From an optimization exercise on the open Yosys and OpenROAD flow, aimed at small area, a short achievable clock period and few clock cycles; shortcuts taken in it are not production practice.
At most, simulation tests tie the RTL to the original design; equivalence was not proved.
Function not checked in runs 2 and 3: the RTL went through the layout flow alone.

## flow/design.v (module list and top-level ports; edited modules follow where they fit)
// module conv: 163 lines
// module conv_mac_h: 910 lines
// module conv_mac_l: 1522 lines
module conv(
    input rst,
    input clk,
    output M0_R_req,
    output [31:0] M0_addr,
    input [31:0] M0_R_data,
    output [3:0] M0_W_req,
    output [31:0] M0_W_data,
    output M1_R_req,
    output [31:0] M1_addr,
    input [31:0] M1_R_data,
    output [3:0] M1_W_req,
    output [31:0] M1_W_data,
    input start,
    output finish
);
  // ...
==> flow/flow/run.sh <==
#!/bin/bash
# Layout flow: the standard synthesis, then a netlist pass that removes
# the inverters Yosys leaves between full-adder cells (fixpol.py, checked by
# random simulation against the synthesized netlist in nlsim.py), then the
# standard ORFS layout with timing repair asked to leave extra setup slack.
set -euo pipefail
W=$(pwd)
R=$W/orfs/results/$FLOW_PLATFORM/conv/base
MARGIN=${MARGIN:-8}
bash standard.sh synth > synth.log 2>&1
cp "$R/1_2_yosys.v" "$W/synth_standard.v"
python3 flow/fixpol.py "$W/synth_standard.v" "$W/synth_fixpol.v" 200 > fixpol.log 2>&1
python3 flow/nlsim.py "$W/synth_standard.v" "$W/synth_fixpol.v" 1024 > nlsim.log 2>&1
cp "$W/synth_fixpol.v" "$R/1_2_yosys.v"
rm -f "$R/1_synth.odb"
export SETUP_SLACK_MARGIN=$MARGIN
bash standard.sh > layout.log 2>&1
==> flow/flow/fixpol.py <==
#!/usr/bin/env python3
"""Remove inverters between full adders in a Yosys netlist of sky130hd cells.

A full adder with all inputs complemented gives complemented outputs, so each
fa cell may be used in either polarity. This picks polarities (and the
polarity of xor/xnor gates) to minimise the signals that need an inverter,
drops the netlist's inverters and buffers, and inserts one inverter per
signal that is still needed in complemented form.

usage: fixpol.py IN.v OUT.v
"""
import re, sys, random

P = "sky130_fd_sc_hd__"
OUTPINS = {"X", "Y", "Q", "Q_N", "SUM", "COUT", "HI", "LO"}
# complementary cell: base -> (complement base, its output pin, its drive strengths)
COMP = {
    'a2111o': ('a2111oi', 'Y', ['0', '1', '2', '4']),
    'a2111oi': ('a2111o', 'X', ['1', '2', '4']),
    'a211o': ('a211oi', 'Y', ['1', '2', '4']),
    'a211oi': ('a211o', 'X', ['1', '2', '4']),
    'a21bo': ('a21boi', 'Y', ['0', '1', '2', '4']),
    'a21boi': ('a21bo', 'X', ['1', '2', '4']),
    'a21o': ('a21oi', 'Y', ['1', '2', '4']),
    'a21oi': ('a21o', 'X', ['1', '2', '4']),
    'a221o': ('a221oi', 'Y', ['1', '2', '4']),
    'a221oi': ('a221o', 'X', ['1', '2', '4']),
    'a22o': ('a22oi', 'Y', ['1', '2', '4']),
    'a22oi': ('a22o', 'X', ['1', '2', '4']),
    'a2bb2o': ('a2bb2oi', 'Y', ['1', '2', '4']),
    'a2bb2oi': ('a2bb2o', 'X', ['1', '2', '4']),
    'a311o': ('a311oi', 'Y', ['1', '2', '4']),
    'a311oi': ('a311o', 'X', ['1', '2', '4']),
    'a31o': ('a31oi', 'Y', ['1', '2', '4']),
    'a31oi': ('a31o', 'X', ['1', '2', '4']),
    'a32o': ('a32oi', 'Y', ['1', '2', '4']),
    'a32oi': ('a32o', 'X', ['1', '2', '4']),
    'a41o': ('a41oi', 'Y', ['1', '2', '4']),
    'a41oi': ('a41o', 'X', ['1', '2', '4']),
    'and2': ('nand2', 'Y', ['1', '2', '4', '8']),
    'nand2': ('and2', 'X', ['0', '1', '2', '4']),
    'and2b': ('nand2b', 'Y', ['1', '2', '4']),
    'nand2b': ('and2b', 'X', ['1', '2', '4']),
    'and3': ('nand3', 'Y', ['1', '2', '4']),
    'nand3': ('and3', 'X', ['1', '2', '4']),
    'and3b': ('nand3b', 'Y', ['1', '2', '4']),
    'nand3b': ('and3b', 'X', ['1', '2', '4']),
    'and4': ('nand4', 'Y', ['1', '2', '4']),
    'nand4': ('and4', 'X', ['1', '2', '4']),
    'and4b': ('nand4b', 'Y', ['1', '2', '4']),
    'nand4b': ('and4b', 'X', ['1', '2', '4']),
    'and4bb': ('nand4bb', 'Y', ['1', '2', '4']),
    'nand4bb': ('and4bb', 'X', ['1', '2', '4']),
    'or2': ('nor2', 'Y', ['1', '2', '4', '8']),
    'nor2': ('or2', 'X', ['0', '1', '2', '4']),
    'or2b': ('nor2b', 'Y', ['1', '2', '4']),
    'nor2b': ('or2b', 'X', ['1', '2', '4']),
    'or3': ('nor3', 'Y', ['1', '2', '4']),
    'nor3': ('or3', 'X', ['1', '2', '4']),
    'or3b': ('nor3b', 'Y', ['1', '2', '4']),
    'nor3b': ('or3b', 'X', ['1', '2', '4']),
    'or4': ('nor4', 'Y', ['1', '2', '4']),
    'nor4': ('or4', 'X', ['1', '2', '4']),
    'or4b': ('nor4b', 'Y', ['1', '2', '4']),
    'nor4b': ('or4b', 'X', ['1', '2', '4']),
    'or4bb': ('nor4bb', 'Y', ['1', '2', '4']),
    'nor4bb': ('or4bb', 'X', ['1', '2', '4']),
    'o2111a': ('o2111ai', 'Y', ['1', '2', '4']),
    'o2111ai': ('o2111a', 'X', ['1', '2', '4']),
    'o211a': ('o211ai', 'Y', ['1', '2', '4']),
    'o211ai': ('o211a', 'X', ['1', '2', '4']),
    'o21a': ('o21ai', 'Y', ['0', '1', '2', '4']),
    'o21ai': ('o21a', 'X', ['1', '2', '4']),
    'o21ba': ('o21bai', 'Y', ['1', '2', '4']),
    'o21bai': ('o21ba', 'X', ['1', '2', '4']),
    'o221a': ('o221ai', 'Y', ['1', '2', '4']),
    'o221ai': ('o221a', 'X', ['1', '2', '4']),
    'o22a': ('o22ai', 'Y', ['1', '2', '4']),
    'o22ai': ('o22a', 'X', ['1', '2', '4']),
    'o2bb2a': ('o2bb2ai', 'Y', ['1', '2', '4']),
    'o2bb2ai': ('o2bb2a', 'X', ['1', '2', '4']),
    'o311a': ('o311ai', 'Y', ['0', '1', '2', '4']),
    'o311ai': ('o311a', 'X', ['1', '2', '4']),
    'o31a': ('o31ai', 'Y', ['1', '2', '4']),
    'o31ai': ('o31a', 'X', ['1', '2', '4']),
    'o32a': ('o32ai', 'Y', ['1', '2', '4']),
    'o32ai': ('o32a', 'X', ['1', '2', '4']),
    'o41a': ('o41ai', 'Y', ['1', '2', '4']),
    'o41ai': ('o41a', 'X', ['1', '2', '4']),
    'mux2': ('mux2i', 'Y', ['1', '2', '4']),
    'mux2i': ('mux2', 'X', ['1', '2', '4', '8']),
    'xor2': ('xnor2', 'Y', ['1', '2', '4']),
    'xnor2': ('xor2', 'X', ['1', '2', '4']),
    'xor3': ('xnor3', 'X', ['1', '2', '4']),
    'xnor3': ('xor3', 'X', ['1', '2', '4']),
}



def esc(n):
    return n + " " if n.startswith("\\") else n


def main():
    src = open(sys.argv[1]).read()
    m = re.search(r"^\s*%s" % P, src, re.M)
    head = src[:m.start()]
    body = src[m.start():]
    tail_i = body.rindex("endmodule")
    tail = body[tail_i:]
    body = body[:tail_i]
    cells = []
    for cm in re.finditer(r"(?:\(\*.*?\*\)\s*)*(%s\w+)\s+(\\\S+ |\S+)\s*\((.*?)\);" % P, body, re.S):
        typ, name, pins = cm.group(1), cm.group(2), cm.group(3)
        pl = [(a, b.strip()) for a, b in re.findall(r"\.(\w+)\(\s*(\\\S+ |[^()\s]+)\s*\)", pins)]
        cells.append([typ, name, pl])
    assert "assign" not in re.sub(r"\(\*.*?\*\)", "", body)
    outports = set()
    for mm in re.finditer(r"^\s*output\s+(?:\[(\d+):(\d+)\]\s+)?(\S+);", head, re.M):
        if mm.group(1):
            for i in range(int(mm.group(2)), int(mm.group(1)) + 1):
                outports.add("%s[%d]" % (mm.group(3), i))
        else:
            outports.add(mm.group(3))

    def base(t):
        return re.sub(r"_\d+$", "", t[len(P):])

    drv = {}
    for ci, (t, n, pl) in enumerate(cells):
        for p, net in pl:
            if p in OUTPINS:
                drv[net] = (ci, p)
    transparent = {}
    for ci, (t, n, pl) in enumerate(cells):
        b = base(t)
        if b in ("inv", "buf", "clkbuf", "clkinv"):
            d = dict(pl)
            o = d.get("Y", d.get("X"))
            if o in outports:
                continue
            transparent[ci] = (d["A"], 1 if b in ("inv", "clkinv") else 0)

    memo = {}

    def root(net):
        if net in memo:
            return memo[net]
        d = drv.get(net)
        if d is None or d[0] not in transparent:
            r = (net, 0)
        else:
            a, par = transparent[d[0]]
            ra, pa = root(a)
            r = (ra, pa ^ par)
        memo[net] = r
        return r

    # loads: (cell, pinindex, root, parity)
    loads = []
    rootloads = {}
    for ci, (t, n, pl) in enumerate(cells):
        if ci in transparent:
            continue
        for pi, (p, net) in enumerate(pl):
            if p in OUTPINS or p == "CLK" or not (net in drv):
                continue
            r, par = root(net)
            li = len(loads)
            loads.append((ci, pi, r, par))
            rootloads.setdefault(r, []).append(li)
    # output ports driven through transparent cells are kept: their inputs are loads
    flip = {}   # ci -> 0/1 for fa cells and xor/xnor
    fa = [ci for ci, c in enumerate(cells) if base(c[0]) == "fa"]
    xo = [ci for ci, c in enumerate(cells) if base(c[0]) in COMP]
    for ci in fa + xo:
        flip[ci] = 0
    isfa = set(fa)

    def xdrv(r):
        d = drv.get(r)
        if d is None:
            return 0
        return flip.get(d[0], 0)

    def need(li):
        ci, pi, r, par = loads[li]
        v = par ^ xdrv(r)
        if ci in isfa:
            v ^= flip[ci]
        return v

    def rcost(r):
        return 1 if any(need(li) for li in rootloads.get(r, [])) else 0

    def touched(ci):
        rs = set()
        t, n, pl = cells[ci]
        for p, net in pl:
            if p in OUTPINS:
                rs.add(net)
            elif ci in isfa and net in drv:
                rs.add(root(net)[0])
        return rs

    allroots = set(rootloads)
    cost0 = sum(rcost(r) for r in allroots)
    order = fa + xo
    # simulated annealing on single flips
    rng = random.Random(1)
    cur = cost0
    best = cur
    bestflip = dict(flip)
    T = 2.0
    steps = int(sys.argv[3]) * len(order) if len(sys.argv) > 3 else 200 * len(order)
    for s in range(steps):
        T = 2.0 * (1 - s / steps) + 0.01
        ci = order[rng.randrange(len(order))]
        rs = touched(ci)
        before = sum(rcost(r) for r in rs)
        flip[ci] ^= 1
        after = sum(rcost(r) for r in rs)
        d = after - before
        if d <= 0 or rng.random() < pow(2.718, -d / T):
            cur += d
            if cur < best:
                best = cur
                bestflip = dict(flip)
        else:
            flip[ci] ^= 1
    flip.update(bestflip)
    cost1 = sum(rcost(r) for r in allroots)
    ninv_old = sum(1 for ci in transparent if transparent[ci][1])
    sys.stderr.write("fixpol: %d fa, %d xor; transparent cells %d (%d inverters); "
                     "inverted signals before %d after %d\n"
                     % (len(fa), len(xo), len(transparent), ninv_old, cost0, cost1))
    # rewrite
    newwires = []
    invnet = {}
    out = []
    k = 0
    for r in sorted(allroots):
        if any(need(li) for li in rootloads[r]):
            k += 1
            w = "_polinv_%d_" % k
            invnet[r] = w
            newwires.append(w)
            out.append("  %sinv_1 _polinvc_%d_ (\n    .A(%s),\n    .Y(%s)\n  );" % (P, k, esc(r), w))
    conn = {}
    for li in range(len(loads)):
        ci, pi, r, par = loads[li]
        conn[(ci, pi)] = invnet[r] if need(li) else r
    for ci, (t, n, pl) in enumerate(cells):
        if ci in transparent:
            continue
        b = base(t)
        oldout = None
        if flip.get(ci) and b != "fa":
            cb, cout, sizes = COMP[b]
            sz = t.rsplit("_", 1)[1]
            if sz not in sizes:
                sz = "1" if "1" in sizes else sizes[0]
            t = P + cb + "_" + sz
            oldout = [p for p, net in pl if p in OUTPINS]
            assert len(oldout) == 1
            oldout = oldout[0]
        pins = []
        for pi, (p, net) in enumerate(pl):
            if p == oldout:
                p = cout
            pins.append("    .%s(%s)" % (p, esc(conn.get((ci, pi), net))))
        out.append("  %s %s (\n%s\n  );" % (t, n, ",\n".join(pins)))
    decl = "".join("  wire %s;\n" % w for w in newwires)
    open(sys.argv[2], "w").write(head + decl + "\n".join(out) + "\n" + tail)


main()
==> flow/flow/nlsim.py <==
#!/usr/bin/env python3
"""Compare two sky130hd gate netlists of the same module by random simulation of
their combinational logic, with flip-flop outputs (matched by instance name)
and primary inputs as free variables.

usage: nlsim.py A.v B.v [npatterns]
"""
import re, sys, random

LIB = "/OpenROAD-flow-scripts/flow/platforms/sky130hd/lib/sky130_fd_sc_hd__tt_025C_1v80.lib"


def load_lib():
    txt = open(LIB).read()
    funcs = {}
    for cm in re.finditer(r'\n\s*cell\s*\(\s*"?(sky130_fd_sc_hd__\w+)"?\s*\)', txt):
        name = cm.group(1)
        start = cm.end()
        nxt = txt.find("\n    cell (", start)
        body = txt[start: nxt if nxt > 0 else len(txt)]
        f = {}
        for pm in re.finditer(r'pin\s*\(\s*"?(\w+)"?\s*\)\s*\{', body):
            seg = body[pm.end(): pm.end() + 3000]
            fm = re.search(r'function\s*:\s*"([^"]*)"', seg.split("pin (")[0])
            if fm and re.search(r'direction\s*:\s*"?output', seg.split("pin (")[0]):
                f[pm.group(1)] = fm.group(1)
        funcs[name] = f
    return funcs


def pyexpr(e):
    e = e.replace("!", " ~").replace("&", " & ").replace("|", " | ").replace("^", " ^ ")
    e = re.sub(r"\b([A-Za-z_]\w*)\b", r"v['\1']", e)
    e = re.sub(r"\)\s+v\[", ") & v[", e)  # implicit and
    e = re.sub(r"(v\['\w+'\])\s+(?=v\[|\(|~)", r"\1 & ", e)
    return e


def parse(fn):
    src = open(fn).read()
    cells = []
    for cm in re.finditer(r"(sky130_fd_sc_hd__\w+)\s+(\\\S+ |\S+)\s*\((.*?)\);", src, re.S):
        pl = [(a, b.strip()) for a, b in re.findall(r"\.(\w+)\(\s*(\\\S+ |[^()\s]+)\s*\)", cm.group(3))]
        cells.append((cm.group(1), cm.group(2).strip(), pl))
    return cells


def simulate(cells, funcs, pats, N):
    mask = (1 << N) - 1
    val = {"1'h0": 0, "1'h1": mask, "1'b0": 0, "1'b1": mask}
    ffq = {}
    drv = {}
    for ci, (t, n, pl) in enumerate(cells):
        for p, net in pl:
            if p in funcs.get(t, {}) or p in ("Q", "Q_N"):
                drv[net] = ci
    outs = {}
    # flops: Q is a free variable keyed by instance name
    for ci, (t, n, pl) in enumerate(cells):
        d = dict(pl)
        if "CLK" in d:
            q = d.get("Q")
            val[q] = pats(n)
    memo = {}

    def get(net):
        if net in val:
            return val[net]
        if net not in drv:
            val[net] = pats("in:" + net)
            return val[net]
        ci = drv[net]
        t, n, pl = cells[ci]
        d = dict(pl)
        v = {}
        for p, x in pl:
            if p not in funcs[t]:
                v[p] = get(x)
        for p, x in pl:
            if p in funcs[t]:
                val[x] = eval(pyexpr(funcs[t][p]), {"v": v}) & mask
        return val[net]

    sys.setrecursionlimit(100000)
    res = {}
    for ci, (t, n, pl) in enumerate(cells):
        d = dict(pl)
        if "CLK" in d:
            for p in ("D", "DE"):
                if p in d:
                    res[n + "." + p] = get(d[p])
    return res, get


def main():
    funcs = load_lib()
    N = int(sys.argv[3]) if len(sys.argv) > 3 else 2048
    a = parse(sys.argv[1]); b = parse(sys.argv[2])
    seeds = {}

    def pats(key):
        if key not in seeds:
            seeds[key] = random.Random(key).getrandbits(N)
        return seeds[key]

    ra, ga = simulate(a, funcs, pats, N)
    rb, gb = simulate(b, funcs, pats, N)
    bad = 0
    for k in ra:
        if k not in rb or ra[k] != rb[k]:
            bad += 1
            if bad < 10:
                print("MISMATCH", k)
    # primary outputs
    src = open(sys.argv[1]).read()
    pos = []
    for mm in re.finditer(r"^\s*output\s+(?:\[(\d+):(\d+)\]\s+)?(\S+);", src, re.M):
        if mm.group(1):
            pos += ["%s[%d]" % (mm.group(3), i) for i in range(int(mm.group(2)), int(mm.group(1)) + 1)]
        else:
            pos.append(mm.group(3))
    for p in pos:
        try:
            if ga(p) != gb(p):
                bad += 1
                print("MISMATCH port", p)
        except KeyError:
            pass
    print("compared %d flop inputs, %d ports, %d mismatches" % (len(ra), len(pos), bad))
    sys.exit(1 if bad else 0)


main()
==> flow/standard.sh <==
#!/bin/bash
# synth_recipe.tcl (not shown) runs the flow's synth.tcl, then flattens the netlist and writes it again
# the make line also repeats each setting of config.mk as NAME=value (left out here)
make -C /OpenROAD-flow-scripts/flow DESIGN_CONFIG=/design/flow/config.mk WORK_HOME=/design/flow/orfs CLKGATE_MAP_FILE= SYNTH_SCRIPT=/design/flow/synth_recipe.tcl "${@:-finish}"
==> flow/config.mk <==
export PLATFORM = sky130hd
export DESIGN_NAME = conv
export DESIGN_NICKNAME = conv
export VERILOG_FILES = /design/flow/design.v
export SDC_FILE = /design/flow/constraint.sdc
export NUM_CORES = 8
export LEC_CHECK = 0
export CAP_MARGIN = 20
export CORE_MARGIN = 2
export CORE_UTILIZATION = 40
export SLEW_MARGIN = 20
==> flow/constraint.sdc <==
create_clock -name core_clock -period 12.0 [get_ports {clk}]
set_input_delay 2.4000 -clock core_clock [delete_from_list [all_inputs] [get_ports {clk}]]
set_output_delay 2.4000 -clock core_clock [all_outputs]
set_load 0.01 [all_outputs]
==> report_table.html, run 1 <==
<table>
<tr><th>Metric</th><th>Value</th></tr>
<tr><th colspan="2">Clocking</th></tr>
<tr><td>Max Buffers Root-to-Sink</td><td>3</td></tr>
<tr><td>Post-cts gate resize count</td><td>~260</td></tr>
<tr><td>Number of buffers inserted during clock tree synthesis</td><td>approximately 100</td></tr>
<tr><th colspan="2">Route</th></tr>
<tr><td>Routed Wire Length</td><td>275900 um</td></tr>
<tr><td>Remaining antenna violation count</td><td>0</td></tr>
<tr><td>Detail-routed via count per cell</td><td>6.289</td></tr>
<tr><td>Highest routed metal layer</td><td>met5</td></tr>
<tr><td>First-pass iteration count of the detailed router</td><td>7</td></tr>
<tr><td>Number of DRC markers after the initial detailed-route iteration</td><td>~7200</td></tr>
<tr><th colspan="2">Layout</th></tr>
<tr><td>Number of clock buffer instances in the layout</td><td>roughly 120</td></tr>
<tr><td>Finished Core Util</td><td>46.81%</td></tr>
<tr><td>Final net count</td><td>8120</td></tr>
<tr><td>Synthesis-to-finish area growth</td><td>16.06%</td></tr>
<tr><td>Signal buffers</td><td>around 350</td></tr>
<tr><td>Final standard cell area without fillers</td><td>86890 um^2</td></tr>
<tr><td>Final-layout non-clock buffer area share</td><td>5.514%</td></tr>
<tr><td>Multi-input logic portion of the cell area</td><td>around 67%</td></tr>
<tr><th colspan="2">Critical path</th></tr>
<tr><td>Highest-delay cell along the critical path</td><td>fa_2</td></tr>
<tr><td>Critical path buffer and inverter count</td><td>2</td></tr>
<tr><td>Timing startpoint of the critical path</td><td>lneg[1]</td></tr>
<tr><td>Critical path class</td><td>reg -&gt; reg</td></tr>
<tr><td>Capture instance of the worst register-to-register path</td><td>s0[18]</td></tr>
<tr><td>Longest individual stage delay on the worst path</td><td>590 ps</td></tr>
<tr><td>FF-to-FF Start</td><td>lneg[1]</td></tr>
<tr><th colspan="2">GRT</th></tr>
<tr><td>Global route total overflow</td><td>0</td></tr>
<tr><td>Most crowded layer after global routing</td><td>met2</td></tr>
<tr><th colspan="2">STA</th></tr>
<tr><td>Fin. Hold Viols</td><td>0</td></tr>
<tr><td>Top achievable clock speed</td><td>252.3 MHz</td></tr>
<tr><td>Final Max Slew Viols</td><td>0</td></tr>
<tr><td>Final cycle utilization of the critical path</td><td>33.03%</td></tr>
<tr><td>Worst-margin pin slew</td><td>between 1000 and 1500 ps</td></tr>
<tr><th colspan="2">Placement</th></tr>
<tr><td>Number of placed instances, taps included</td><td>approximately 8800</td></tr>
<tr><th colspan="2">Status</th></tr>
<tr><td>Result of the run</td><td>complete, no violations</td></tr>
<tr><th colspan="2">Min path</th></tr>
<tr><td>Hold depth</td><td>0</td></tr>
<tr><td>Hold EP</td><td>q20[23]</td></tr>
<tr><th colspan="2">Floorplan</th></tr>
<tr><td>Vertical die dimension</td><td>436.6 um</td></tr>
<tr><td>Tapcells inserted</td><td>roughly 2500</td></tr>
</table>
Testbench counts, summed over its fixed seeds: cycles 70,368.
==> module conv, before the edit <==
module conv(
    input rst,
    input clk,
    output M0_R_req,
    output [31:0] M0_addr,
    input [31:0] M0_R_data,
    output [3:0] M0_W_req,
    output [31:0] M0_W_data,
    output M1_R_req,
    output [31:0] M1_addr,
    input [31:0] M1_R_data,
    output [3:0] M1_W_req,
    output [31:0] M1_W_data,
    input start,
    output finish
);
    localparam ST_IDLE = 2'd0, ST_W = 2'd1, ST_P = 2'd2, ST_END = 2'd3;
    reg  [1:0]  st;
    reg         rreq;
    reg  [9:0]  ra;           
    reg  [3:0]  wk;           
    reg  [1:0]  ph;           
    reg  [4:0]  col;          
    reg         t1_w, t1_pz, t1_wf;
    reg         t2_pz, t2_wf, t3_pz, t3_wf, t4_wf;
    reg         wreq;
    reg  [9:0]  wa;           
    reg         fin;
    reg  [31:0] wdata;
    assign M0_R_req  = rreq;
    assign M0_addr   = {20'd0, ra, 2'b00};
    assign M0_W_req  = 4'd0;
    assign M0_W_data = 32'd0;
    assign M1_R_req  = wreq;
    assign M1_W_req  = {4{wreq}};
    assign M1_addr   = {20'd0, wa, 2'b00};
    assign M1_W_data = wdata;
    assign finish    = fin;
    reg [9:0] wtab;
    always @(*) begin
        case (wk)
            4'd1: wtab = 10'd784;
            4'd2: wtab = 10'd787;
            4'd3: wtab = 10'd791;
            4'd4: wtab = 10'd785;
            4'd5: wtab = 10'd788;
            4'd6: wtab = 10'd792;
            4'd7: wtab = 10'd786;
            default: wtab = 10'd789;
        endcase
    end
    always @(posedge clk) begin
        if (rst) begin
            st    <= ST_IDLE;
            rreq  <= 1'b0;
            t1_w  <= 1'b0;
            t1_wf <= 1'b0;
            t2_wf <= 1'b0;
            t3_wf <= 1'b0;
            t4_wf <= 1'b0;
            wreq  <= 1'b0;
            fin   <= 1'b0;
        end else begin
            case (st)
                ST_IDLE: if (start) begin
                    st   <= ST_W;
                    rreq <= 1'b1;
                    ra   <= 10'd790;
                    wk   <= 4'd1;
                end
                ST_W: begin
                    if (wk == 4'd9) begin
                        st  <= ST_P;
                        ra  <= 10'd0;
                        ph  <= 2'd0;
                        col <= 5'd0;
                    end else begin
                        ra <= wtab;
                        wk <= wk + 4'd1;
                    end
                end
                ST_P: begin
                    if (ra == 10'd783 && ph == 2'd2) begin
                        st   <= ST_END;
                        rreq <= 1'b0;
                    end else if (ph == 2'd2) begin
                        ra  <= ra - 10'd55;
                        ph  <= 2'd0;
                        col <= (col == 5'd27) ? 5'd0 : col + 5'd1;
                    end else begin
                        ra <= ra + 10'd28;
                        ph <= ph + 2'd1;
                    end
                end
                default: ;
            endcase
            t1_w  <= (st == ST_W);
            t1_pz <= (st == ST_P) && (ph == 2'd0);
            t1_wf <= (st == ST_P) && (ph == 2'd2) && (col >= 5'd2);
            t2_pz <= t1_pz;
            t2_wf <= t1_wf;
            t3_pz <= t2_pz;
            t3_wf <= t2_wf;
            t4_wf <= t3_wf;
            wreq  <= t4_wf;
            if (st == ST_IDLE) wa <= 10'h3ff;
            else if (t4_wf) wa <= wa + 10'd1;
            if (wreq && wa == 10'd675) fin <= 1'b1;
        end
    end
    wire [32:0] x = {M0_R_data, 1'b0};
    reg  [15:0] bneg, bone, btwo;
    reg  [7:0]  lneg, lone, ltwo;
    integer k;
    always @(posedge clk) begin
        for (k = 0; k < 16; k = k + 1) begin
            bneg[k] <= x[2*k+2];
            bone[k] <= x[2*k+1] ^ x[2*k];
            btwo[k] <= (x[2*k+2] ^ x[2*k+1]) & ~(x[2*k+1] ^ x[2*k]);
        end
        lneg <= bneg[7:0];
        lone <= bone[7:0];
        ltwo <= btwo[7:0];
    end
    wire [15:0] hneg = {bneg[15:8], 8'd0}, hone = {bone[15:8], 8'd0}, htwo = {btwo[15:8], 8'd0};
    wire [15:0] gneg = {8'd0, lneg}, gone = {8'd0, lone}, gtwo = {8'd0, ltwo};
    reg [31:0] q00, q01, q02, q10, q11, q12, q20, q21, q22;
    always @(posedge clk) begin
        q00 <= q01; q01 <= q02; q02 <= t1_w ? q10 : q00;
        q10 <= q11; q11 <= q12; q12 <= t1_w ? q20 : q10;
        q20 <= q21; q21 <= q22; q22 <= t1_w ? M0_R_data : q20;
    end
    reg  [31:0] hs0, hc0, hs1, hc1, hs2, hc2;
    wire [31:0] nhs0, nhc0, nhs1, nhc1, nhs2, nhc2;
    conv_mac_h h0(.neg(hneg), .one(hone), .two(htwo), .w(q00), .os(nhs0), .oc(nhc0));
    conv_mac_h h1(.neg(hneg), .one(hone), .two(htwo), .w(q10), .os(nhs1), .oc(nhc1));
    conv_mac_h h2(.neg(hneg), .one(hone), .two(htwo), .w(q20), .os(nhs2), .oc(nhc2));
    reg  [31:0] s0, c0, s1, c1, s2, c2;
    reg  [3:0]  g0, p0, g1, p1, g2, p2;
    wire [31:0] ns0, nc0, ns1, nc1, ns2, nc2;
    wire [3:0]  ng0, np0, ng1, np1, ng2, np2;
    wire k0 = g0[3] | (p0[3] & g0[2]) | (p0[3] & p0[2] & g0[1]) | (p0[3] & p0[2] & p0[1] & g0[0]);
    wire k1 = g1[3] | (p1[3] & g1[2]) | (p1[3] & p1[2] & g1[1]) | (p1[3] & p1[2] & p1[1] & g1[0]);
    wire k2 = g2[3] | (p2[3] & g2[2]) | (p2[3] & p2[2] & g2[1]) | (p2[3] & p2[2] & p2[1] & g2[0]);
    conv_mac_l m0(.neg(gneg), .one(gone), .two(gtwo), .w(q02), .x0(hs0), .x1(hc0),
        .x2(t3_pz ? 32'h00030000 : s0), .x3(t3_pz ? 32'd0 : c0), .ki(t3_pz ? 1'b0 : k0),
        .os(ns0), .oc(nc0), .og(ng0), .op(np0));
    conv_mac_l m1(.neg(gneg), .one(gone), .two(gtwo), .w(q12), .x0(hs1), .x1(hc1),
        .x2(t3_pz ? s0 : s1), .x3(t3_pz ? c0 : c1), .ki(t3_pz ? k0 : k1),
        .os(ns1), .oc(nc1), .og(ng1), .op(np1));
    conv_mac_l m2(.neg(gneg), .one(gone), .two(gtwo), .w(q22), .x0(hs2), .x1(hc2),
        .x2(t3_pz ? s1 : s2), .x3(t3_pz ? c1 : c2), .ki(t3_pz ? k1 : k2),
        .os(ns2), .oc(nc2), .og(ng2), .op(np2));
    always @(posedge clk) begin
        hs0 <= nhs0; hc0 <= nhc0;
        hs1 <= nhs1; hc1 <= nhc1;
        hs2 <= nhs2; hc2 <= nhc2;
        s0 <= ns0; c0 <= nc0; g0 <= ng0; p0 <= np0;
        s1 <= ns1; c1 <= nc1; g1 <= ng1; p1 <= np1;
        s2 <= ns2; c2 <= nc2; g2 <= ng2; p2 <= np2;
        wdata <= s2 + c2 + {31'd0, k2};
    end
endmodule
==> run 2, diff against run 1 <==
--- a/flow/design.v
+++ b/flow/design.v
@@ -21,8 +21,14 @@
     reg  [3:0]  wk;           
     reg  [1:0]  ph;           
     reg  [4:0]  col;          
-    reg         t1_w, t1_pz, t1_wf;
-    reg         t2_pz, t2_wf, t3_pz, t3_wf, t4_wf;
+    reg  [3:0]  p9;           
+    reg         t1_w;
+    reg  [2:0]  sq0;          
+    reg  [3:0]  sq1;
+    reg  [4:0]  sq2;
+    reg  [3:0]  fq0;          
+    reg  [4:0]  fq1;
+    reg  [5:0]  fq2;
     reg         wreq;
     reg  [9:0]  wa;           
     reg         fin;
@@ -39,33 +45,34 @@
     reg [9:0] wtab;
     always @(*) begin
         case (wk)
-            4'd1: wtab = 10'd784;
-            4'd2: wtab = 10'd787;
-            4'd3: wtab = 10'd791;
-            4'd4: wtab = 10'd785;
-            4'd5: wtab = 10'd788;
-            4'd6: wtab = 10'd792;
-            4'd7: wtab = 10'd786;
-            default: wtab = 10'd789;
+            4'd1: wtab = 10'd787;
+            4'd2: wtab = 10'd790;
+            4'd3: wtab = 10'd785;
+            4'd4: wtab = 10'd788;
+            4'd5: wtab = 10'd791;
+            4'd6: wtab = 10'd786;
+            4'd7: wtab = 10'd789;
+            default: wtab = 10'd792;
         endcase
     end
+    wire pix = (st == ST_P);
+    wire wf  = pix && (ph == 2'd2) && (col >= 5'd2);
     always @(posedge clk) begin
         if (rst) begin
-            st    <= ST_IDLE;
-            rreq  <= 1'b0;
-            t1_w  <= 1'b0;
-            t1_wf <= 1'b0;
-            t2_wf <= 1'b0;
-            t3_wf <= 1'b0;
-            t4_wf <= 1'b0;
-            wreq  <= 1'b0;
-            fin   <= 1'b0;
+            st   <= ST_IDLE;
+            rreq <= 1'b0;
+            t1_w <= 1'b0;
+            fq0  <= 4'd0;
+            fq1  <= 5'd0;
+            fq2  <= 6'd0;
+            wreq <= 1'b0;
+            fin  <= 1'b0;
         end else begin
             case (st)
                 ST_IDLE: if (start) begin
                     st   <= ST_W;
                     rreq <= 1'b1;
-                    ra   <= 10'd790;
+                    ra   <= 10'd784;
                     wk   <= 4'd1;
                 end
                 ST_W: begin
@@ -74,12 +81,14 @@
                         ra  <= 10'd0;
                         ph  <= 2'd0;
                         col <= 5'd0;
+                        p9  <= 4'd0;
                     end else begin
                         ra <= wtab;
                         wk <= wk + 4'd1;
                     end
                 end
                 ST_P: begin
+                    p9 <= (p9 == 4'd8) ? 4'd0 : p9 + 4'd1;
                     if (ra == 10'd783 && ph == 2'd2) begin
                         st   <= ST_END;
                         rreq <= 1'b0;
@@ -94,47 +103,49 @@
                 end
                 default: ;
             endcase
-            t1_w  <= (st == ST_W);
-            t1_pz <= (st == ST_P) && (ph == 2'd0);
-            t1_wf <= (st == ST_P) && (ph == 2'd2) && (col >= 5'd2);
-            t2_pz <= t1_pz;
-            t2_wf <= t1_wf;
-            t3_pz <= t2_pz;
-            t3_wf <= t2_wf;
-            t4_wf <= t3_wf;
-            wreq  <= t4_wf;
+            t1_w <= (st == ST_W);
+            fq0  <= {fq0[2:0], wf && (p9 == 4'd8)};
+            fq1  <= {fq1[3:0], wf && (p9 == 4'd2)};
+            fq2  <= {fq2[4:0], wf && (p9 == 4'd5)};
+            wreq <= fq0[3] | fq1[4] | fq2[5];
             if (st == ST_IDLE) wa <= 10'h3ff;
-            else if (t4_wf) wa <= wa + 10'd1;
+            else if (fq0[3] | fq1[4] | fq2[5]) wa <= wa + 10'd1;
             if (wreq && wa == 10'd675) fin <= 1'b1;
         end
     end
+    always @(posedge clk) begin
+        sq0 <= {sq0[1:0], pix && (p9 == 4'd0)};
+        sq1 <= {sq1[2:0], pix && (p9 == 4'd3)};
+        sq2 <= {sq2[3:0], pix && (p9 == 4'd6)};
+    end
+    wire st0 = sq0[2], st1 = sq1[3], st2 = sq2[4];
     wire [32:0] x = {M0_R_data, 1'b0};
-    reg  [15:0] bneg, bone, btwo;
-    reg  [7:0]  lneg, lone, ltwo;
+    reg  [15:0] e0n, e0o, e0t, e1n, e1o, e1t, e2n, e2o, e2t;
+    reg  [7:0]  e3n, e3o, e3t;
     integer k;
     always @(posedge clk) begin
         for (k = 0; k < 16; k = k + 1) begin
-            bneg[k] <= x[2*k+2];
-            bone[k] <= x[2*k+1] ^ x[2*k];
-            btwo[k] <= (x[2*k+2] ^ x[2*k+1]) & ~(x[2*k+1] ^ x[2*k]);
+            e0n[k] <= x[2*k+2];
+            e0o[k] <= x[2*k+1] ^ x[2*k];
+            e0t[k] <= (x[2*k+2] ^ x[2*k+1]) & ~(x[2*k+1] ^ x[2*k]);
         end
-        lneg <= bneg[7:0];
-        lone <= bone[7:0];
-        ltwo <= btwo[7:0];
-    end
-    wire [15:0] hneg = {bneg[15:8], 8'd0}, hone = {bone[15:8], 8'd0}, htwo = {btwo[15:8], 8'd0};
-    wire [15:0] gneg = {8'd0, lneg}, gone = {8'd0, lone}, gtwo = {8'd0, ltwo};
-    reg [31:0] q00, q01, q02, q10, q11, q12, q20, q21, q22;
+        e1n <= e0n; e1o <= e0o; e1t <= e0t;
+        e2n <= e1n; e2o <= e1o; e2t <= e1t;
+        e3n <= e2n[7:0]; e3o <= e2o[7:0]; e3t <= e2t[7:0];
+    end
+    reg [31:0] r0, r1, r2, r3, r4, r5, r6, r7, r8;
     always @(posedge clk) begin
-        q00 <= q01; q01 <= q02; q02 <= t1_w ? q10 : q00;
-        q10 <= q11; q11 <= q12; q12 <= t1_w ? q20 : q10;
-        q20 <= q21; q21 <= q22; q22 <= t1_w ? M0_R_data : q20;
+        r0 <= r1; r1 <= r2; r2 <= r3; r3 <= r4; r4 <= r5;
+        r5 <= r6; r6 <= r7; r7 <= r8; r8 <= t1_w ? M0_R_data : r0;
     end
     reg  [31:0] hs0, hc0, hs1, hc1, hs2, hc2;
     wire [31:0] nhs0, nhc0, nhs1, nhc1, nhs2, nhc2;
-    conv_mac_h h0(.neg(hneg), .one(hone), .two(htwo), .w(q00), .os(nhs0), .oc(nhc0));
-    conv_mac_h h1(.neg(hneg), .one(hone), .two(htwo), .w(q10), .os(nhs1), .oc(nhc1));
-    conv_mac_h h2(.neg(hneg), .one(hone), .two(htwo), .w(q20), .os(nhs2), .oc(nhc2));
+    conv_mac_h h0(.neg({e0n[15:8], 8'd0}), .one({e0o[15:8], 8'd0}), .two({e0t[15:8], 8'd0}),
+        .w(r8), .os(nhs0), .oc(nhc0));
+    conv_mac_h h1(.neg({e1n[15:8], 8'd0}), .one({e1o[15:8], 8'd0}), .two({e1t[15:8], 8'd0}),
+        .w(r4), .os(nhs1), .oc(nhc1));
+    conv_mac_h h2(.neg({e2n[15:8], 8'd0}), .one({e2o[15:8], 8'd0}), .two({e2t[15:8], 8'd0}),
+        .w(r0), .os(nhs2), .oc(nhc2));
     reg  [31:0] s0, c0, s1, c1, s2, c2;
     reg  [3:0]  g0, p0, g1, p1, g2, p2;
     wire [31:0] ns0, nc0, ns1, nc1, ns2, nc2;
@@ -142,15 +153,22 @@
     wire k0 = g0[3] | (p0[3] & g0[2]) | (p0[3] & p0[2] & g0[1]) | (p0[3] & p0[2] & p0[1] & g0[0]);
     wire k1 = g1[3] | (p1[3] & g1[2]) | (p1[3] & p1[2] & g1[1]) | (p1[3] & p1[2] & p1[1] & g1[0]);
     wire k2 = g2[3] | (p2[3] & g2[2]) | (p2[3] & p2[2] & g2[1]) | (p2[3] & p2[2] & p2[1] & g2[0]);
-    conv_mac_l m0(.neg(gneg), .one(gone), .two(gtwo), .w(q02), .x0(hs0), .x1(hc0),
-        .x2(t3_pz ? 32'h00030000 : s0), .x3(t3_pz ? 32'd0 : c0), .ki(t3_pz ? 1'b0 : k0),
+    conv_mac_l m0(.neg({8'd0, e1n[7:0]}), .one({8'd0, e1o[7:0]}), .two({8'd0, e1t[7:0]}),
+        .w(r7), .x0(hs0), .x1(hc0),
+        .x2(st0 ? 32'h00030000 : s0), .x3(st0 ? 32'd0 : c0), .ki(st0 ? 1'b0 : k0),
         .os(ns0), .oc(nc0), .og(ng0), .op(np0));
-    conv_mac_l m1(.neg(gneg), .one(gone), .two(gtwo), .w(q12), .x0(hs1), .x1(hc1),
-        .x2(t3_pz ? s0 : s1), .x3(t3_pz ? c0 : c1), .ki(t3_pz ? k0 : k1),
+    conv_mac_l m1(.neg({8'd0, e2n[7:0]}), .one({8'd0, e2o[7:0]}), .two({8'd0, e2t[7:0]}),
+        .w(r3), .x0(hs1), .x1(hc1),
+        .x2(st1 ? 32'h00030000 : s1), .x3(st1 ? 32'd0 : c1), .ki(st1 ? 1'b0 : k1),
         .os(ns1), .oc(nc1), .og(ng1), .op(np1));
-    conv_mac_l m2(.neg(gneg), .one(gone), .two(gtwo), .w(q22), .x0(hs2), .x1(hc2),
-        .x2(t3_pz ? s1 : s2), .x3(t3_pz ? c1 : c2), .ki(t3_pz ? k1 : k2),
+    conv_mac_l m2(.neg({8'd0, e3n}), .one({8'd0, e3o}), .two({8'd0, e3t}),
+        .w(r8), .x0(hs2), .x1(hc2),
+        .x2(st2 ? 32'h00030000 : s2), .x3(st2 ? 32'd0 : c2), .ki(st2 ? 1'b0 : k2),
         .os(ns2), .oc(nc2), .og(ng2), .op(np2));
+    wire f0 = fq0[3], f1 = fq1[4], f2 = fq2[5];
+    wire [31:0] os = ({32{f0}} & s0) | ({32{f1}} & s1) | ({32{f2}} & s2);
+    wire [31:0] oc = ({32{f0}} & c0) | ({32{f1}} & c1) | ({32{f2}} & c2);
+    wire        ok = (f0 & k0) | (f1 & k1) | (f2 & k2);
     always @(posedge clk) begin
         hs0 <= nhs0; hc0 <= nhc0;
         hs1 <= nhs1; hc1 <= nhc1;
@@ -158,7 +176,7 @@
         s0 <= ns0; c0 <= nc0; g0 <= ng0; p0 <= np0;
         s1 <= ns1; c1 <= nc1; g1 <= ng1; p1 <= np1;
         s2 <= ns2; c2 <= nc2; g2 <= ng2; p2 <= np2;
-        wdata <= s2 + c2 + {31'd0, k2};
+        wdata <= os + oc + {31'd0, ok};
     end
 endmodule
 module conv_mac_h(
--- a/flow/config.mk
+++ b/flow/config.mk
@@ -8,4 +8,6 @@
 export CAP_MARGIN = 20
 export CORE_MARGIN = 2
 export CORE_UTILIZATION = 40
+export CTS_CLUSTER_DIAMETER = 120
+export CTS_CLUSTER_SIZE = 22
 export SLEW_MARGIN = 20
==> report_table.html, run 2 <==
<table>
<tr><th>Metric</th><th>Value</th></tr>
<tr><th colspan="2">Layout</th></tr>
<tr><td>Final net count</td><td>8248 (+1.6%)</td></tr>
<tr><td>Leading cell type in the layout, fill and taps excluded</td><td>xnor2_1</td></tr>
<tr><td>Filler-free cell count of the finished design</td><td>9267</td></tr>
<tr><td>Finished Core Util</td><td>44.41% (-2.4 points)</td></tr>
<tr><td>Synthesis-to-finish area growth</td><td>10.66%</td></tr>
<tr><td>Fraction of final layout cells with drive strength greater than 1</td><td>7.784%</td></tr>
<tr><td>Most frequent cells in the layout</td><td>xnor2_1 (1352), a22oi_1 (1326), fa_1 (1266), dfxtp_1 (767), ha_1 (207)</td></tr>
<tr><th colspan="2">STA</th></tr>
<tr><td>Worst-margin pin slew</td><td>1193 ps (+176.7 ps)</td></tr>
<tr><td>Post-layout minimum cycle time</td><td>between 4000 and 5000 ps</td></tr>
<tr><td>Final Max Slew Viols</td><td>0 (unchanged)</td></tr>
<tr><td>RSZ-0062 raised after global routing</td><td>true</td></tr>
<tr><td>Fin. Hold Viols</td><td>0 (unchanged)</td></tr>
<tr><td>Setup Skew</td><td>63.52 ps</td></tr>
<tr><td>Number of setup violations in the final report</td><td>0</td></tr>
<tr><td>Setup TNS after final layout</td><td>0 ps</td></tr>
<tr><td>Slew HR</td><td>20.50%</td></tr>
<tr><td>Top achievable clock speed</td><td>248.7 MHz (-1.4%)</td></tr>
<tr><td>Final cycle utilization of the critical path</td><td>33.51% (+0.48 points)</td></tr>
<tr><td>Smallest hold slack</td><td>296.8 ps</td></tr>
<tr><th colspan="2">Route</th></tr>
<tr><td>Remaining antenna violation count</td><td>0 (unchanged)</td></tr>
<tr><td>First-pass iteration count of the detailed router</td><td>10 (+3)</td></tr>
<tr><td>Routed Wire Length</td><td>294300 um (+6.6%)</td></tr>
<tr><td>Number of vias after detailed routing</td><td>58540</td></tr>
<tr><td>Number of DRC markers after the initial detailed-route iteration</td><td>7747 (+7.6%)</td></tr>
<tr><td>Number of remaining DRC errors</td><td>0</td></tr>
<tr><td>Routed wire length per instance</td><td>31.75 um</td></tr>
<tr><td>Detail-routed via count per cell</td><td>6.317 (+0.46%)</td></tr>
<tr><th colspan="2">Floorplan</th></tr>
<tr><td>Overall die area</td><td>196100 um^2</td></tr>
<tr><td>Initial Utilization</td><td>40.13%</td></tr>
<tr><td>Count of standard-cell rows</td><td>about 160</td></tr>
<tr><td>Total core area</td><td>192000 um^2</td></tr>
<tr><td>IO Count</td><td>206</td></tr>
<tr><td>DIE WIDTH</td><td>around 440 um</td></tr>
<tr><td>Vertical die dimension</td><td>442.9 um (+1.4%)</td></tr>
<tr><th colspan="2">Logic synthesis</th></tr>
<tr><td>Average cell area after synthesis</td><td>approximately 12 um^2</td></tr>
<tr><td>Number of instances in the synthesized netlist</td><td>6340</td></tr>
<tr><td>Mapped Area</td><td>77050 um^2</td></tr>
<tr><td>Number of warnings printed during yosys synthesis</td><td>1</td></tr>
<tr><th colspan="2">Run</th></tr>
<tr><td>Max-cap violations</td><td>0</td></tr>
<tr><th colspan="2">Critical path</th></tr>
<tr><td>Kind of launch point of the worst setup path</td><td>flop</td></tr>
<tr><td>Required arrival time at the worst endpoint</td><td>12590 ps</td></tr>
<tr><td>Max Fanout on Critical Path</td><td>67</td></tr>
<tr><td>Kind of capture point of the worst setup path</td><td>flop</td></tr>
<tr><td>Critical path class</td><td>reg -&gt; reg</td></tr>
<tr><td>Data arrival, critical path</td><td>4610 ps</td></tr>
<tr><th colspan="2">Clocking</th></tr>
<tr><td>H-tree depth reported by CTS</td><td>2</td></tr>
<tr><td>Number of buffers inserted during clock tree synthesis</td><td>52 (-47%)</td></tr>
<tr><td>CTS tree</td><td>built</td></tr>
<tr><td>Clock latency of the later-clocked register in the worst-skew pair</td><td>760 ps</td></tr>
<tr><td>Max Buffers Root-to-Sink</td><td>3 (unchanged)</td></tr>
<tr><td>Total number of clock tree sinks</td><td>roughly 950</td></tr>
<tr><td>Buffer cell driving the clock tree root</td><td>clkbuf_16</td></tr>
<tr><td>CTS clk-pin slew, worst paths</td><td>90 ps</td></tr>
<tr><th colspan="2">GRT</th></tr>
<tr><td>Most crowded layer after global routing</td><td>met2</td></tr>
<tr><td>GRT Overall Usage</td><td>28.95%</td></tr>
<tr><td>Met1 track demand over resource</td><td>36.08%</td></tr>
<tr><td>Initial antenna violation count</td><td>21</td></tr>
<tr><td>GRT met3 Usage</td><td>8.682%</td></tr>
<tr><td>Met2 Usage GRT</td><td>roughly 44%</td></tr>
<tr><td>Global-route wire length before repair</td><td>422800 um</td></tr>
<tr><td>Number of global-route vias before repair</td><td>~62000</td></tr>
<tr><td>Global route total overflow</td><td>0 (unchanged)</td></tr>
<tr><td>Pin count of the biggest net entering global routing</td><td>68</td></tr>
<tr><th colspan="2">Min path</th></tr>
<tr><td>Tightest Hold Check Type</td><td>reg -&gt; reg</td></tr>
<tr><th colspan="2">Placement</th></tr>
<tr><td>Number of placed instances, taps included</td><td>9129 (+3.5%)</td></tr>
<tr><td>Number of buffers added on ports</td><td>93</td></tr>
<tr><td>HPWL reported at the end of detailed placement</td><td>roughly 190000 um</td></tr>
<tr><td>Last weighted congestion value of the routability-driven placer</td><td>0.9308</td></tr>
<tr><th colspan="2">Status</th></tr>
<tr><td>Result of the run</td><td>complete, no violations</td></tr>
</table>
==> run 2: changes by cell type in the layout (fill, tap and decap cells not counted), sizes merged, moves of 13 or more <==
cell	previous run	this run
and2b	6	19
dfxtp	799	918
a222oi	1	62
buf	237	211
mux2	235	46
clkbuf	134	68
clkinv	35	6
nor2b	72	184
bufinv	15	2
diode	3	22
inv	89	149
==> run 2: layout make-up <==
class,count,area [um^2]
Antenna cell,22,55.05
Timing Repair Buffer,317,3268
Tap cell,2526,3161
Sequential cell,953,19740
Fill cell,17600,106700
Clock inverter,12,216.5
Clock buffer,55,1313
Multi-Input combinational cell,5237,56960
Inverter,145,544.3
==> run 2: critical path, cell delays in order (launching register included) <==
cell and delay (ps):
dfxtp_2 330, buf_8 180, a222oi_1 450, inv_1 90
ha_1 440, nand3_1 300, nor4_4 630, o311a_4 380
or3_4 240, and2_2 210, a21o_1 190, xor2_2 340
==> run 2: worst paths after layout <==
path / start / to / slack [ps] / depth (start not counted)
min: e0t[5] / e1t[5] / 300 / 0
max reg2reg: fq0[3] / wdata[25] / 7980 / 11
max: fq0[3] / wdata[25] / 7980 / 11
min reg2reg: e0t[5] / e1t[5] / 300 / 0
==> run 2: layer usage <==
layer | share of wire, % | up-vias | wire length [um]
met4 | 7.4 | 8 | 21890
li1 | - | 23160 | -
met1 | 37 | 30300 | 108000
met3 | 12 | 1019 | 36070
met2 | 44 | 4052 | 128200
met5 | 0.019 | - | 57
==> run 2: through the flow <==
step	setup slack [ps]	area [um^2]
6_report	7979	85260
5_1_grt	7896	85230
4_1_cts	7920	84100
3_5_place_dp	7369	82220
3_3_place_gp	7299	82220
2_1_floorplan	8027	77370
==> run 2: what timing repair did <==
item | CTS | global route
resized for setup | 167 | 167
pin swaps | 3 | 14
setup endpoints to repair | 218 | 115
cloned | 0 | 7
setup buffers | 17 | 25
hold buffers | 0 | 0
hold endpoints to repair | 0 | 0
==> run 3, diff against run 2 <==
--- a/flow/design.v
+++ b/flow/design.v
@@ -169,6 +169,7 @@
     wire [31:0] os = ({32{f0}} & s0) | ({32{f1}} & s1) | ({32{f2}} & s2);
     wire [31:0] oc = ({32{f0}} & c0) | ({32{f1}} & c1) | ({32{f2}} & c2);
     wire        ok = (f0 & k0) | (f1 & k1) | (f2 & k2);
+    wire [32:0] osum = {os, 1'b1} + {oc, ok};
     always @(posedge clk) begin
         hs0 <= nhs0; hc0 <= nhc0;
         hs1 <= nhs1; hc1 <= nhc1;
@@ -176,7 +177,7 @@
         s0 <= ns0; c0 <= nc0; g0 <= ng0; p0 <= np0;
         s1 <= ns1; c1 <= nc1; g1 <= ng1; p1 <= np1;
         s2 <= ns2; c2 <= nc2; g2 <= ng2; p2 <= np2;
-        wdata <= os + oc + {31'd0, ok};
+        wdata <= osum[32:1];
     end
 endmodule
 module conv_mac_h(
==> flow/flow/run.sh (replaced) <==
#!/bin/bash
# Layout flow: the standard synthesis, then a netlist pass that removes
# the inverters Yosys leaves between full-adder cells (fixpol.py; the result
# is compared with the synthesized netlist by random simulation in
# nlsim.py), then the standard ORFS layout. Timing repair is asked to leave
# extra setup slack (so the achieved period shrinks) and ports are buffered
# with buf_4 cells.
set -euo pipefail
W=$(pwd)
R=$W/orfs/results/$FLOW_PLATFORM/conv/base
MARGIN=8
PORTBUF=sky130_fd_sc_hd__buf_4
if [[ -f flow/params.sh ]]; then source flow/params.sh; fi
bash standard.sh synth > synth.log 2>&1
cp "$R/1_2_yosys.v" "$W/synth_standard.v"
python3 flow/fixpol.py "$W/synth_standard.v" "$W/synth_fixpol.v" 200 > fixpol.log 2>&1
python3 flow/nlsim.py "$W/synth_standard.v" "$W/synth_fixpol.v" 1024 > nlsim.log 2>&1
cp "$W/synth_fixpol.v" "$R/1_2_yosys.v"
rm -f "$R/1_synth.odb"
export SETUP_SLACK_MARGIN=$MARGIN
export BUFFER_PORTS_ARGS="-buffer_cell $PORTBUF"
bash standard.sh > layout.log 2>&1
==> flow/flow/params.sh (new file) <==
MARGIN=8.3
==> report_table.html, run 3 <==
<table>
<tr><th>Metric</th><th>Value</th></tr>
<tr><th colspan="2">GRT</th></tr>
<tr><td>Initial antenna violation count</td><td>34 (+62%)</td></tr>
<tr><td>Pin count of the biggest net entering global routing</td><td>70 (+2.9%)</td></tr>
<tr><td>GRT Overall Usage</td><td>32.29% (+3.3 points)</td></tr>
<tr><td>Global route total overflow</td><td>0 (unchanged)</td></tr>
<tr><td>Number of global-route vias before repair</td><td>64530 (+3.8%)</td></tr>
<tr><td>Global-route wire length before repair</td><td>461600 um (+9.2%)</td></tr>
<tr><th colspan="2">Logic synthesis</th></tr>
<tr><td>Average cell area after synthesis</td><td>12.09 um^2 (-0.48%)</td></tr>
<tr><td>Mapped Area</td><td>77250 um^2 (+0.27%)</td></tr>
<tr><td>Number of instances in the synthesized netlist</td><td>6388 (+0.76%)</td></tr>
<tr><td>Number of warnings printed during yosys synthesis</td><td>1 (unchanged)</td></tr>
<tr><th colspan="2">Critical path</th></tr>
<tr><td>Longest individual stage delay on the worst path</td><td>590 ps (-40 ps)</td></tr>
<tr><td>Kind of capture point of the worst setup path</td><td>flop</td></tr>
<tr><td>Max Fanout on Critical Path</td><td>8 (-88%)</td></tr>
<tr><td>FF-to-FF Start</td><td>e2o[6]</td></tr>
<tr><td>Data arrival, critical path</td><td>4450 ps (-160 ps)</td></tr>
<tr><td>Reg2reg path depth</td><td>9 (-2)</td></tr>
<tr><td>Flop2flop setup slack</td><td>8200 ps (+220 ps)</td></tr>
<tr><td>Highest-delay cell along the critical path</td><td>fa_1</td></tr>
<tr><td>Critical path class</td><td>reg -&gt; reg</td></tr>
<tr><td>Required arrival time at the worst endpoint</td><td>12640 ps (+50 ps)</td></tr>
<tr><td>List of cells traversed by the critical path</td><td>buf_4, buf_12, a22oi_1, xnor2_1, fa_1, fa_1, fa_1, fa_1, fa_1</td></tr>
<tr><td>Kind of launch point of the worst setup path</td><td>flop</td></tr>
<tr><td>Most common cell type on the critical path</td><td>fa_1</td></tr>
<tr><td>Capture instance of the worst register-to-register path</td><td>s1[16]</td></tr>
<tr><th colspan="2">Route</th></tr>
<tr><td>First-pass iteration count of the detailed router</td><td>10 (unchanged)</td></tr>
<tr><td>Detail-routed via count per cell</td><td>6.485 (+2.7%)</td></tr>
<tr><td>Number of vias after detailed routing</td><td>62340 (+6.5%)</td></tr>
<tr><td>Number of remaining DRC errors</td><td>0 (unchanged)</td></tr>
<tr><td>Routed Wire Length</td><td>331100 um (+13%)</td></tr>
<tr><td>Number of DRC markers after the initial detailed-route iteration</td><td>8914 (+15%)</td></tr>
<tr><td>Remaining antenna violation count</td><td>0 (unchanged)</td></tr>
<tr><td>Routed wire length per instance</td><td>34.44 um (+8.5%)</td></tr>
<tr><th colspan="2">STA</th></tr>
<tr><td>Number of setup violations in the final report</td><td>0 (unchanged)</td></tr>
<tr><td>Post-layout minimum cycle time</td><td>3803 ps (-217.8 ps)</td></tr>
<tr><td>RSZ-0062 raised after global routing</td><td>true</td></tr>
<tr><td>Slew HR</td><td>13.52% (-7.0 points)</td></tr>
<tr><td>Top achievable clock speed</td><td>262.9 MHz (+5.7%)</td></tr>
<tr><td>Setup Skew</td><td>86.42 ps (+22.90 ps)</td></tr>
<tr><td>Worst-margin pin slew</td><td>1297 ps (+104.6 ps)</td></tr>
<tr><td>Smallest hold slack</td><td>266.7 ps (-30.11 ps)</td></tr>
<tr><td>Final Max Slew Viols</td><td>0 (unchanged)</td></tr>
<tr><td>Final cycle utilization of the critical path</td><td>31.69% (-1.8 points)</td></tr>
<tr><td>Fin. Hold Viols</td><td>0 (unchanged)</td></tr>
<tr><td>Setup TNS after final layout</td><td>0 ps (unchanged)</td></tr>
<tr><th colspan="2">Clocking</th></tr>
<tr><td>H-tree depth reported by CTS</td><td>2 (unchanged)</td></tr>
<tr><td>Max Buffers Root-to-Sink</td><td>3 (unchanged)</td></tr>
<tr><td>CTS tree</td><td>built</td></tr>
<tr><td>Number of buffers inserted during clock tree synthesis</td><td>53 (+1.9%)</td></tr>
<tr><td>Buffer cell driving the clock tree root</td><td>clkbuf_16</td></tr>
<tr><td>CTS clk-pin slew, worst paths</td><td>100 ps (about the same)</td></tr>
<tr><td>Clock latency of the later-clocked register in the worst-skew pair</td><td>780 ps (+20 ps)</td></tr>
<tr><td>Total number of clock tree sinks</td><td>953 (unchanged)</td></tr>
<tr><td>Hold-fix buffer count after cts</td><td>0 (unchanged)</td></tr>
<tr><th colspan="2">Floorplan</th></tr>
<tr><td>Initial Utilization</td><td>40.20% (+0.066 points)</td></tr>
<tr><td>Overall die area</td><td>196700 um^2 (+0.27%)</td></tr>
<tr><td>Count of standard-cell rows</td><td>161 (unchanged)</td></tr>
<tr><td>Vertical die dimension</td><td>443.5 um (+0.13%)</td></tr>
<tr><td>Total core area</td><td>192200 um^2 (+0.11%)</td></tr>
<tr><td>DIE WIDTH</td><td>443.5 um (+0.13%)</td></tr>
<tr><td>IO Count</td><td>206 (unchanged)</td></tr>
<tr><th colspan="2">Status</th></tr>
<tr><td>Result of the run</td><td>complete, no violations</td></tr>
<tr><th colspan="2">Min path</th></tr>
<tr><td>Hold EP</td><td>e1t[2]</td></tr>
<tr><td>Hold depth</td><td>0 (unchanged)</td></tr>
<tr><td>Worst Min Path Start</td><td>e0t[2]</td></tr>
<tr><td>Tightest Hold Check Type</td><td>reg -&gt; reg</td></tr>
<tr><th colspan="2">Placement</th></tr>
<tr><td>Last weighted congestion value of the routability-driven placer</td><td>0.9405 (+1.0%)</td></tr>
<tr><td>HPWL reported at the end of detailed placement</td><td>198000 um (+3.4%)</td></tr>
<tr><td>Number of buffers added on ports</td><td>93 (unchanged)</td></tr>
<tr><th colspan="2">Layout</th></tr>
<tr><td>Finished Core Util</td><td>47.46% (+3.0 points)</td></tr>
<tr><td>Most frequent cells in the layout</td><td>xnor2_1 (1340), fa_1 (1233), a22oi_1 (1210), dfxtp_1 (707), buf_4 (328)</td></tr>
<tr><td>Fraction of final layout cells with drive strength greater than 1</td><td>16.37% (+8.6 points)</td></tr>
<tr><td>Fill count</td><td>17100 (-2.8%)</td></tr>
<tr><td>Synthesis-to-finish area growth</td><td>18.05%</td></tr>
<tr><td>Final net count</td><td>8589 (+4.1%)</td></tr>
<tr><td>Leading cell type in the layout, fill and taps excluded</td><td>xnor2_1</td></tr>
<tr><th colspan="2">Run</th></tr>
<tr><td>Max-cap violations</td><td>0 (unchanged)</td></tr>
</table>
run 3: area by class of cell:
| type | count | area (um^2) | share of cell area [%] |
|---|---|---|---|
| Inverter | 148 | 555.5 | 0.6091 |
| Antenna cell | 19 | 47.55 | 0.05213 |
| Multi-Input combinational cell | 5282 | 58100 | 63.71 |
| Tap cell | 2526 | 3161 | 3.466 |
| Sequential cell | 953 | 20010 | 21.94 |
| Timing Repair Buffer | 609 | 7729 | 8.475 |
| Clock buffer | 62 | 1380 | 1.513 |
| Clock inverter | 14 | 209.0 | 0.2291 |
run 3: metal layers:
layer | vias to the layer above | global-route usage (%) | share of wire, %
met2 | 5138 | 47.14 | 42
met5 | - | 0 | 0.099
met1 | 31680 | 39.60 | 35
met3 | 1552 | 9.792 | 13
met4 | 18 | 25.71 | 10
li1 | 23950 | - | -
run 3: critical path: cells and delay by family, from the launching register on:
| kind | cells | cell delay [ps] |
|---|---|---|
| adders and majority gates | 5 | 2540 |
| DFF | 1 | 420 |
| buffers and inverters | 2 | 300 |
| AOI/OAI and AO/OA | 1 | 240 |
| xor gates and xnor gates | 1 | 150 |
run 3: worst max path at each step:
stage / start / to / slack [ps] / depth (start not counted)
after global routing: e2o[6] / s1[16] / 8160 / 9
after CTS: wa[9] / M1_addr[11] / 8220 / 1
after floorplan: e0n[10] / hs0[31] / 8300 / 10
after detailed placement: fq1[4] / wdata[23] / 7330 / 16
after global placement: fq1[4] / wdata[23] / 7340 / 16
final: e2o[6] / s1[16] / 8200 / 9
run 3: repair_timing:
action | CTS | global route
pin swaps | 44 | 241
endpoints found under the hold margin | 0 | 0
resized for setup | 360 | 358
gates cloned | 7 | 16
setup buffers | 175 | 159
endpoints found under the setup margin | 238 | 197
run 3: through the flow:
stage                     worst slack [ps]  cells  cell area, um^2
final                                 8197   9613            91200
after global routing                  8158   9603            91170
after CTS                             8223   9419            87650
after detailed placement              7333   9161            82140
after global placement                7337   9161            82130
after floorplan                       8302   6467            77680

==> what the ideal ports hide <==
In the flow no input, the clock included, has a driving cell. The finished layouts below were timed again as built, in two steps.
Step 1, drivers: a clkbuf_16 drives clk and a buf_2 each remaining input, both assumed.
Step 2 moves the port delays by t, midway between the first and last clock arrival at a register: inputs arrive t later, outputs are due t later. That takes back most of the time a late clock gives input paths.
Three values: ideal ports, drivers, drivers and shift; two values: the first two.
run | t (ns) | setup WS [ns] | worst hold slack (ns) | clock arrival spread, ns | cell pins on the clock port's net
run 1 | 0.836 | 8.037 / 7.981 / 7.666 | 0.318 / 0.318 / 0.318 | 0.057 / 0.056 | 1
run 2 | 0.816 | 7.979 / 7.962 / 7.564 | 0.297 / 0.297 / 0.297 | 0.066 / 0.066 | 1
run 3 | 0.826 | 8.197 / 8.157 / 7.815 | 0.267 / 0.267 / 0.267 | 0.086 / 0.087 | 1
After both steps setup and hold are still met in every run listed. The setup slack of run 2, which loses most, moves by -0.017 ns with the drivers and by -0.415 ns with both steps.
